This design comes from an exercise in tuning for a short achievable clock period and few clock cycles on the open sky130 flow, not from production work. Only simulation tests tie the RTL to the original design; equivalence was not proved. Power and IR drop assume default switching activity.

==> 02-01: inputs <==
// myCPU
module myCPU (
    input  wire         cpu_rst,
    input  wire         cpu_clk,
    output wire [13:0]  inst_addr,
    input  wire [31:0]  inst,
    output wire [31:0]  Bus_addr,
    input  wire [31:0]  Bus_rdata,
    output wire         Bus_wen,
    output wire [31:0]  Bus_wdata
);
==> flow/config.mk <==
export PLATFORM = sky130hd
export DESIGN_NAME = myCPU
export DESIGN_NICKNAME = myCPU
export VERILOG_FILES = /design/flow/design.v
export SDC_FILE = /design/flow/constraint.sdc
export NUM_CORES = 4
export LEC_CHECK = 0
export ABC_CLOCK_PERIOD_IN_PS = 3000
export CAP_MARGIN = 20
export CORE_MARGIN = 2
export CORE_UTILIZATION = 40
export SETUP_SLACK_MARGIN = 5.0
export SLEW_MARGIN = 20
==> flow/constraint.sdc <==
create_clock -name core_clock -period 8.5 [get_ports {cpu_clk}]
set_input_delay 1.7000 -clock core_clock [delete_from_list [all_inputs] [get_ports {cpu_clk}]]
set_output_delay 1.7000 -clock core_clock [all_outputs]
set_load 0.01 [all_outputs]
run.sh (not shown) runs the stock make flow with config.mk's settings and CLKGATE_MAP_FILE= SYNTH_SCRIPT=/design/flow/synth_recipe.tcl, a recipe that flattens the netlist after the stock synthesis.
==> 08-02 (differences from 02-01) <==
--- a/flow/design.v
+++ b/flow/design.v
@@ -79,89 +79,79 @@
 localparam OP_S    = 7'b0100011;
 localparam OP_B    = 7'b1100011;
 localparam OP_LUI  = 7'b0110111;
 localparam OP_JAL  = 7'b1101111;
 localparam OP_JALR = 7'b1100111;
 wire clk = cpu_clk;
 wire rst = cpu_rst;
 reg  [31:0] pc_f;
-reg  [15:0] bv;
-reg  [7:0]  btag [0:15];
-reg  [13:0] btgt [0:15];
-reg  [5:0]  bcnt  [0:15];
-reg  [5:0]  btrip [0:15];
-reg  [15:0] bconf, bexit;
+reg  [31:0] bv;
+reg  [8:0]  btag [0:31];
+reg  [13:0] btgt [0:31];
+reg  [5:0]  bcnt  [0:31];
+reg  [5:0]  btrip [0:31];
+reg  [31:0] bconf, bexit;
 reg         ID_valid;
 reg  [31:0] ID_inst;
 reg  [31:0] ID_pc;
 reg  [31:0] ID_pc4;
 reg         ID_pred, ID_pnt;
 reg  [31:0] ID_pnext;
-reg  [15:0] ID_jr1, ID_jr2;
-reg         ID_jr1x, ID_jr2x;
+reg  [31:0] ID_tgtb, ID_tgtj, ID_jr1, ID_jr2;
 reg         EX_valid;
 reg  [31:0] EX_A, EX_Bx, EX_S;
 reg         EX_sfwd;
 reg         EX_sub, EX_arith;
 reg         EX_sel_add, EX_sel_and, EX_sel_or, EX_sel_xor, EX_sel_sll, EX_sel_sr, EX_sel_link;
 reg  [4:0]  EX_rd;
 reg         EX_wen, EX_ld, EX_st, EX_br, EX_jal, EX_jalr, EX_back;
 reg  [2:0]  EX_f3;
 reg         EX_pnpc4;
 reg  [31:0] EX_pnext, EX_chk, EX_tgt, EX_pc4, EX_pc;
 reg         mis_r;
 reg  [31:0] tgt_a, tgt_n;
 reg         tgt_s;
-reg  [13:0] pc_o;
+reg  [13:0] pc_on;
 reg  [31:0] MEM_res, MEM_sd;
 reg         MEM_we, MEM_wen, MEM_ld, MEM_ctrl, MEM_taken, MEM_tagm, MEM_back, MEM_link;
 reg  [4:0]  MEM_rd;
 reg  [31:0] MEM_pc;
 reg  [13:0] MEM_tgt;
 reg  [5:0]  MEM_cnt1, MEM_cnt0;
 reg  [5:0]  EX_bcnt, EX_btrip;
 reg         EX_bconf;
 reg         MEM_ext, MEM_cnf;
 reg  [31:0] WB_val;
 reg         WB_wen;
 reg  [4:0]  WB_rd;
 reg  [31:0] rf [1:31];
-wire [3:0]  bidx     = pc_f[5:2];
-wire [15:0] bm;
+wire [4:0]  bidx     = pc_f[6:2];
+wire [31:0] bm;
 genvar bi;
 generate
-  for (bi = 0; bi < 16; bi = bi + 1) begin : btbm
-    assign bm[bi] = bv[bi] & (btag[bi] == pc_f[13:6]);
+  for (bi = 0; bi < 32; bi = bi + 1) begin : btbm
+    assign bm[bi] = bv[bi] & (btag[bi] == pc_f[15:7]);
   end
 endgenerate
 wire        btb_any  = bm[bidx];
 wire        btb_ex   = bexit[bidx];
 wire [31:0] pc_f4    = pc_f + 32'd4;
-assign inst_addr = pc_o;
+assign inst_addr = ~pc_on;
 wire        fs = inst[31];
 wire [31:0] f_imm_b = {{19{fs}}, fs, inst[7], inst[30:25], inst[11:8], 1'b0};
 wire [31:0] f_imm_j = {{11{fs}}, fs, inst[19:12], inst[20], inst[30:21], 1'b0};
+wire [31:0] f_tgtb, f_tgtj, f_unb, f_unj;
+ksadd #(32) u_tgtb (.a(pc_f), .b(f_imm_b), .ci(1'b0), .s(f_tgtb), .sn(f_unb));
+ksadd #(32) u_tgtj (.a(pc_f), .b(f_imm_j), .ci(1'b0), .s(f_tgtj), .sn(f_unj));
 wire [31:0] f_imm_i = {{20{fs}}, inst[31:20]};
-wire [16:0] f_jr1, f_jr2, f_unr1, f_unr2;
-ksadd #(17) u_jr1 (.a({1'b0, ID_pc4[15:0]}), .b({1'b0, f_imm_i[15:0]}), .ci(1'b0), .s(f_jr1), .sn(f_unr1));
-ksadd #(17) u_jr2 (.a({1'b0, EX_pc4[15:0]}), .b({1'b0, f_imm_i[15:0]}), .ci(1'b0), .s(f_jr2), .sn(f_unr2));
-wire        f_jal = (inst[6:0] == 7'b1101111);
-wire        f_bwd = (inst[6:0] == 7'b1100011) & fs;
-wire        f_jf  = f_jal | f_bwd;
-wire [13:0] f_fb, f_fj, f_fbn, f_fjn;
-ksadd #(14) u_fb (.a(pc_f[15:2]), .b(f_imm_b[15:2]), .ci(1'b0), .s(f_fb), .sn(f_fbn));
-ksadd #(14) u_fj (.a(pc_f[15:2]), .b(f_imm_j[15:2]), .ci(1'b0), .s(f_fj), .sn(f_fjn));
-wire [13:0] f_fast = f_jal ? f_fj : f_fb;
-wire        id_link = ID_valid & ((ID_inst[6:0] == 7'b1101111) | (ID_inst[6:0] == 7'b1100111))
-                    & (ID_inst[11:7] != 5'd0);
-wire        f_jrp = (inst[6:0] == 7'b1100111) & (inst[19:15] == ID_inst[11:7]) & id_link
-                  & (f_jr1[16] == fs);
-wire [13:0] pred_lo  = btb_any ? (btb_ex ? pc_f4[15:2] : btgt[bidx]) :
-                                 (f_jf ? f_fast : f_jrp ? f_jr1[15:2] : pc_f4[15:2]);
+wire [31:0] f_jr1, f_jr2, f_unr1, f_unr2;
+ksadd #(32) u_jr1 (.a(ID_pc4), .b(f_imm_i), .ci(1'b0), .s(f_jr1), .sn(f_unr1));
+ksadd #(32) u_jr2 (.a(EX_pc4), .b(f_imm_i), .ci(1'b0), .s(f_jr2), .sn(f_unr2));
+wire [13:0] pred_lo  = (btb_any & ~btb_ex) ? btgt[bidx] : pc_f4[15:2];
 wire [31:0] pred_nxt = {pc_f4[31:16], pred_lo, pc_f4[1:0]};
 wire [6:0] op  = ID_inst[6:0];
 wire [2:0] f3  = ID_inst[14:12];
 wire [4:0] rd  = ID_inst[11:7];
 wire [4:0] rs1 = ID_inst[19:15];
 wire [4:0] rs2 = ID_inst[24:20];
 wire is_r    = (op == OP_R);
 wire is_i    = (op == OP_I);
@@ -175,22 +165,17 @@
 wire use2    = is_r | is_st | is_br;
 wire wen     = (is_r | is_i | is_ld | is_lui | is_jal | is_jalr) & (rd != 5'd0);
 wire use_imm = is_i | is_ld | is_st | is_lui | is_jalr;
 wire s = ID_inst[31];
 wire [31:0] imm_i = {{20{s}}, ID_inst[31:20]};
 wire [31:0] imm_s = {{20{s}}, ID_inst[31:25], ID_inst[11:7]};
 wire [31:0] imm_u = {ID_inst[31:12], 12'b0};
 wire [31:0] imm   = is_lui ? imm_u : is_st ? imm_s : imm_i;
-wire [31:0] imm_j = {{11{s}}, s, ID_inst[19:12], ID_inst[20], ID_inst[30:21], 1'b0};
-wire [31:0] imm_b = {{19{s}}, s, ID_inst[7], ID_inst[30:25], ID_inst[11:8], 1'b0};
-wire [31:0] id_tgtj, id_tgtb, id_tgtjn, id_tgtbn;
-ksadd #(32) u_tgtj (.a(ID_pc), .b(imm_j), .ci(1'b0), .s(id_tgtj), .sn(id_tgtjn));
-ksadd #(32) u_tgtb (.a(ID_pc), .b(imm_b), .ci(1'b0), .s(id_tgtb), .sn(id_tgtbn));
-wire [31:0] id_tgt = is_jal ? id_tgtj : id_tgtb;
+wire [31:0] id_tgt = is_jal ? ID_tgtj : ID_tgtb;
 wire [31:0] id_chk, id_chkn;
 ksadd #(32) u_chk (.a(ID_pnext), .b(~imm_i), .ci(1'b1), .s(id_chk), .sn(id_chkn));
 wire sub_id = is_br | (is_r & (f3 == 3'b000) & ID_inst[30]);
 wire [31:0] mem_fwd = MEM_ld ? Bus_rdata : MEM_res;
 wire [31:0] tgt_r = tgt_s ? tgt_a : tgt_n;
 wire m2       = ID_valid & (tgt_s ? (ID_pc == tgt_a) : (ID_pc == tgt_n));
 wire m3       = tgt_s ? (pc_f == tgt_a) : (pc_f == tgt_n);
 wire kill_id  = mis_r & ~m2;
@@ -198,28 +183,28 @@
 wire ID_live  = ID_valid & ~kill_id;
 wire ex_wen_l = EX_wen & ~mis_r;
 wire h1_ex  = ex_wen_l & (EX_rd  == rs1);
 wire h2_ex  = ex_wen_l & (EX_rd  == rs2);
 wire h1_mem = MEM_wen & (MEM_rd == rs1);
 wire h2_mem = MEM_wen & (MEM_rd == rs2);
 wire h1_wb  = WB_wen  & (WB_rd  == rs1);
 wire h2_wb  = WB_wen  & (WB_rd  == rs2);
-wire stall = ID_live & EX_ld & ((h1_ex & use1) | (h2_ex & use2 & ~is_st));
+wire stall = ID_live & EX_ld & ((h1_ex & use1) | (h2_ex & use2));
 wire [31:0] rf1 = (rs1 == 5'd0) ? 32'd0 : rf[rs1];
 wire [31:0] rf2 = (rs2 == 5'd0) ? 32'd0 : rf[rs2];
 wire lk_ex  = h1_ex & EX_sel_link;
 wire lk_mem = ~h1_ex & h1_mem & MEM_link;
 wire [31:0] lk_val = lk_ex ? EX_pc4 : MEM_res;
-wire [31:0] jr_tgt = lk_ex ? {EX_pc4[31:16], ID_jr1} : {MEM_res[31:16], ID_jr2};
-wire jr_ok    = is_jalr & ((lk_ex & ID_jr1x) | (lk_mem & ID_jr2x));
-wire st_taken = jr_ok;
+wire [31:0] jr_tgt = lk_ex ? ID_jr1 : ID_jr2;
+wire jr_ok    = is_jalr & (lk_ex | lk_mem);
+wire st_taken = is_jal | (is_br & s & ~ID_pnt) | jr_ok;
 wire id_rd    = ~ID_pred & st_taken;
 wire redir_id = ID_live & id_rd & ~stall;
-wire [31:0] rd_tgt = jr_tgt;
+wire [31:0] rd_tgt = is_jalr ? jr_tgt : id_tgt;
 wire [31:0] sum, sumn;
 ksadd #(32) u_alu (.a(EX_A), .b(EX_Bx), .ci(EX_sub), .s(sum), .sn(sumn));
 wire        eq  = &(EX_A ^ EX_Bx);
 wire        lt;
 slt32 u_lt (.a(EX_A), .b(~EX_Bx), .lt(lt));
 wire        cond = EX_f3[2] ? (lt ^ EX_f3[0]) : (eq ^ EX_f3[0]);
 wire [31:0] sll = EX_A << EX_Bx[4:0];
 wire [31:0] sr  = $signed({EX_arith & EX_A[31], EX_A}) >>> EX_Bx[4:0];
@@ -252,35 +237,29 @@
 wire [31:0] fwd2 = ({32{s2_mem}} & mem_fwd) | ({32{s2_wb}} & WB_val) | ({32{s2_rf}} & rf2);
 wire [31:0] subv = {32{sub_id}};
 wire [31:0] opb  = ({32{~use_imm & ~sub_id & s2_ex & EX_sel_add}} & sum)
                  | ({32{~use_imm &  sub_id & s2_ex & EX_sel_add}} & sumn)
                  | ({32{~use_imm & s2_ex & ~EX_sel_add}} & (ex_oth ^ subv))
                  | ({32{~use_imm & s2_mem}} & (mem_fwd ^ subv)) | ({32{~use_imm & s2_wb}} & (WB_val ^ subv))
                  | ({32{~use_imm & s2_rf}} & (rf2 ^ subv)) | ({32{use_imm}} & imm);
 wire [31:0] pc_nxt = redirect ? tgt_r : stall ? pc_f : redir_id ? rd_tgt : pred_nxt;
-wire sel_r = redirect;
-wire sel_s = ~redirect & stall;
-wire sel_i = ~redirect & ~stall & redir_id;
-wire sel_p = ~redirect & ~stall & ~redir_id;
-wire [13:0] pc_o_d = ({14{sel_r}} & tgt_r[15:2]) | ({14{sel_s}} & pc_o)
-                   | ({14{sel_i}} & rd_tgt[15:2]) | ({14{sel_p}} & pred_lo);
 always @(posedge clk or posedge rst) begin
   if (rst) begin
     pc_f     <= 32'd0;
-    pc_o     <= 14'h0;
+    pc_on    <= 14'h3fff;
     ID_valid <= 1'b0;
     EX_valid <= 1'b0;
     EX_wen <= 1'b0; EX_ld <= 1'b0; EX_st <= 1'b0; EX_br <= 1'b0; EX_jal <= 1'b0; EX_jalr <= 1'b0; EX_back <= 1'b0;
     mis_r <= 1'b0;
     MEM_we <= 1'b0; MEM_wen <= 1'b0; MEM_ld <= 1'b0; MEM_ctrl <= 1'b0;
     WB_wen <= 1'b0;
   end else begin
     pc_f  <= pc_nxt;
-    pc_o  <= pc_o_d;
+    pc_on <= ~pc_nxt[15:2];
     if (redirect | redir_id) ID_valid <= 1'b0;
     else if (!stall)      ID_valid <= 1'b1;
     if (stall | ~ID_live) begin
       EX_valid <= 1'b0;
       EX_wen <= 1'b0; EX_ld <= 1'b0; EX_st <= 1'b0; EX_br <= 1'b0; EX_jal <= 1'b0; EX_jalr <= 1'b0; EX_back <= 1'b0;
     end else begin
       EX_valid <= 1'b1;
       EX_wen  <= wen;
@@ -295,55 +274,55 @@
     MEM_we   <= EX_st & ~mis_r;
     MEM_wen  <= EX_wen & ~mis_r;
     MEM_ld   <= EX_ld & ~mis_r;
     MEM_ctrl <= (EX_br | EX_jal | EX_jalr) & ~mis_r;
     WB_wen <= MEM_wen;
   end
 end
 always @(posedge clk or posedge rst) begin
-  if (rst) bv <= 16'd0;
+  if (rst) bv <= 32'd0;
   else if (MEM_ctrl) begin
-    if (MEM_taken)                bv[MEM_pc[5:2]] <= 1'b1;
-    else if (MEM_tagm & ~MEM_back) bv[MEM_pc[5:2]] <= 1'b0;
+    if (MEM_taken)                bv[MEM_pc[6:2]] <= 1'b1;
+    else if (MEM_tagm & ~MEM_back) bv[MEM_pc[6:2]] <= 1'b0;
   end
 end
 always @(posedge clk) begin
   if (MEM_ctrl & MEM_taken) begin
-    btag[MEM_pc[5:2]] <= MEM_pc[13:6];
-    btgt[MEM_pc[5:2]] <= MEM_tgt;
+    btag[MEM_pc[6:2]] <= MEM_pc[15:7];
+    btgt[MEM_pc[6:2]] <= MEM_tgt;
   end
   if (MEM_ctrl) begin
     if (MEM_taken) begin
       if (MEM_tagm) begin
-        bcnt[MEM_pc[5:2]]  <= MEM_cnt1;
-        bexit[MEM_pc[5:2]] <= MEM_ext;
+        bcnt[MEM_pc[6:2]]  <= MEM_cnt1;
+        bexit[MEM_pc[6:2]] <= MEM_ext;
       end else begin
-        bcnt[MEM_pc[5:2]]  <= 6'd1;
-        bconf[MEM_pc[5:2]] <= 1'b0;
-        bexit[MEM_pc[5:2]] <= 1'b0;
+        bcnt[MEM_pc[6:2]]  <= 6'd1;
+        bconf[MEM_pc[6:2]] <= 1'b0;
+        bexit[MEM_pc[6:2]] <= 1'b0;
       end
     end else if (MEM_tagm & MEM_back) begin
-      btrip[MEM_pc[5:2]] <= MEM_cnt0;
-      bconf[MEM_pc[5:2]] <= MEM_cnf;
-      bcnt[MEM_pc[5:2]]  <= 6'd0;
-      bexit[MEM_pc[5:2]] <= 1'b0;
+      btrip[MEM_pc[6:2]] <= MEM_cnt0;
+      bconf[MEM_pc[6:2]] <= MEM_cnf;
+      bcnt[MEM_pc[6:2]]  <= 6'd0;
+      bexit[MEM_pc[6:2]] <= 1'b0;
     end
   end
   if (!stall) begin
     ID_inst  <= inst;
     ID_pc    <= pc_f;
     ID_pc4   <= pc_f4;
-    ID_pred  <= btb_any ? ~btb_ex : (f_jf | f_jrp);
+    ID_pred  <= btb_any & ~btb_ex;
     ID_pnt   <= btb_any & btb_ex;
     ID_pnext <= pred_nxt;
-    ID_jr1   <= f_jr1[15:0];
-    ID_jr2   <= f_jr2[15:0];
-    ID_jr1x  <= (f_jr1[16] == fs);
-    ID_jr2x  <= (f_jr2[16] == fs);
+    ID_tgtb  <= f_tgtb;
+    ID_tgtj  <= f_tgtj;
+    ID_jr1   <= f_jr1;
+    ID_jr2   <= f_jr2;
   end
   EX_A       <= fwd1;
   EX_Bx      <= opb;
   EX_S       <= fwd2;
   EX_sfwd    <= s2_ex;
   EX_sub     <= sub_id;
   EX_arith   <= ID_inst[30];
   EX_sel_add <= ((is_r | is_i) & (f3 == 3'b000)) | is_ld | is_st | is_lui;
@@ -356,27 +335,27 @@
   EX_rd      <= rd;
   EX_f3      <= f3;
   EX_pnext   <= id_rd ? rd_tgt : ID_pnext;
   EX_pnpc4   <= ~id_rd & (ID_pnext == ID_pc4);
   EX_chk     <= (id_rd & is_jalr) ? lk_val : id_chk;
   EX_tgt     <= id_tgt;
   EX_pc4     <= ID_pc4;
   EX_pc      <= ID_pc;
-  EX_bcnt    <= bcnt[ID_pc[5:2]];
-  EX_btrip   <= btrip[ID_pc[5:2]];
-  EX_bconf   <= bconf[ID_pc[5:2]];
+  EX_bcnt    <= bcnt[ID_pc[6:2]];
+  EX_btrip   <= btrip[ID_pc[6:2]];
+  EX_bconf   <= bconf[ID_pc[6:2]];
   tgt_a <= EX_jalr ? sum : EX_tgt;
   tgt_n <= EX_pc4;
   tgt_s <= EX_jalr | taken;
   MEM_res   <= ex_res;
-  MEM_sd    <= EX_sfwd ? mem_fwd : EX_S;
+  MEM_sd    <= EX_sfwd ? MEM_res : EX_S;
   MEM_rd    <= EX_rd;
   MEM_taken <= taken | EX_jalr;
-  MEM_tagm  <= bv[EX_pc[5:2]] & (btag[EX_pc[5:2]] == EX_pc[13:6]);
+  MEM_tagm  <= bv[EX_pc[6:2]] & (btag[EX_pc[6:2]] == EX_pc[15:7]);
   MEM_back  <= EX_back;
   MEM_cnt0  <= EX_bcnt;
   MEM_cnt1  <= (EX_bcnt == 6'd63) ? 6'd63 : EX_bcnt + 6'd1;
   MEM_ext   <= EX_bconf & (EX_bcnt + 6'd1 == EX_btrip);
   MEM_cnf   <= (EX_bcnt != 6'd63);
   MEM_link  <= EX_sel_link;
   MEM_pc    <= EX_pc;
   MEM_tgt   <= EX_jalr ? sum[15:2] : EX_tgt[15:2];
==> comparison table <==
item	08-02	02-01
Clock buffer instance count of the final layout	414	316
Signal buf overhead	4.627%	4.800%
Filler-free cell count of the finished design	14766	11938
Diodes inserted	22	21
Die ar.	359600 sq um	281500 sq um
NumNets Final	10023	8290
Sequential group power	20.3 mW	15.3 mW
Via count of the first global-routing pass	91334	73065
Met3 WL	48600 um	39430 um
XOR/XNOR Fraction of Synth Area	4.175%	3.798%
Routed met2 length	242100 um	192500 um
Layout sequential cell count	2986	2264
Max FO, Critical Path	5	3
Post-layout instance area	167200 sq um	130300 sq um
Register Area	84700 sq um	63130 sq um
Clock share of power	28.8%	29.2%
Average routed wire per standard cell	35.81 um	35.60 um
Result of the run	no timing/DRC/antenna violations	no timing/DRC/antenna violations
Headroom to the max-slew limit	16.21%	19.59%
Post-synth ARST share	3.115%	3.401%
Hold Path Sink	MEM_pc[4]	MEM_back
Worst flop-to-flop path startpoint	pc_f[2]	pc_f[8]
Core region area	353000 sq um	276300 sq um
Filler cells	30041	23967
Testbench counts of 02-01, summed over its fixed seeds: cycles 207,080.
Testbench counts of 08-02, summed over its fixed seeds: cycles 211,957.

-- what the ideal ports hide --
In the flow no input, the clock included, has a driving cell. The finished layouts below were timed again as built, in two steps. Step 1 sets driving cells, clkbuf_16 on the clock port and buf_2 on the other inputs (assumed; they add their load-dependent delay and slew). Step 2 also shifts input and output timing later by t, the mid clock arrival at the registers, as if the neighbouring blocks saw the same clock. Three values: no drivers, after step 1, after step 2; two values: the first two.
run	t (ns)	setup WS [ns]	worst setup path after step 2
02-01	0.991	4.436 / 4.485 / 3.494	input to register
08-02	1.023	4.770 / 4.652 / 3.629	input to register
After both steps setup and hold are still met in every run listed. For 08-02, which loses most, drivers alone change the setup slack by -0.118 ns; drivers and shift together by -1.141 ns.
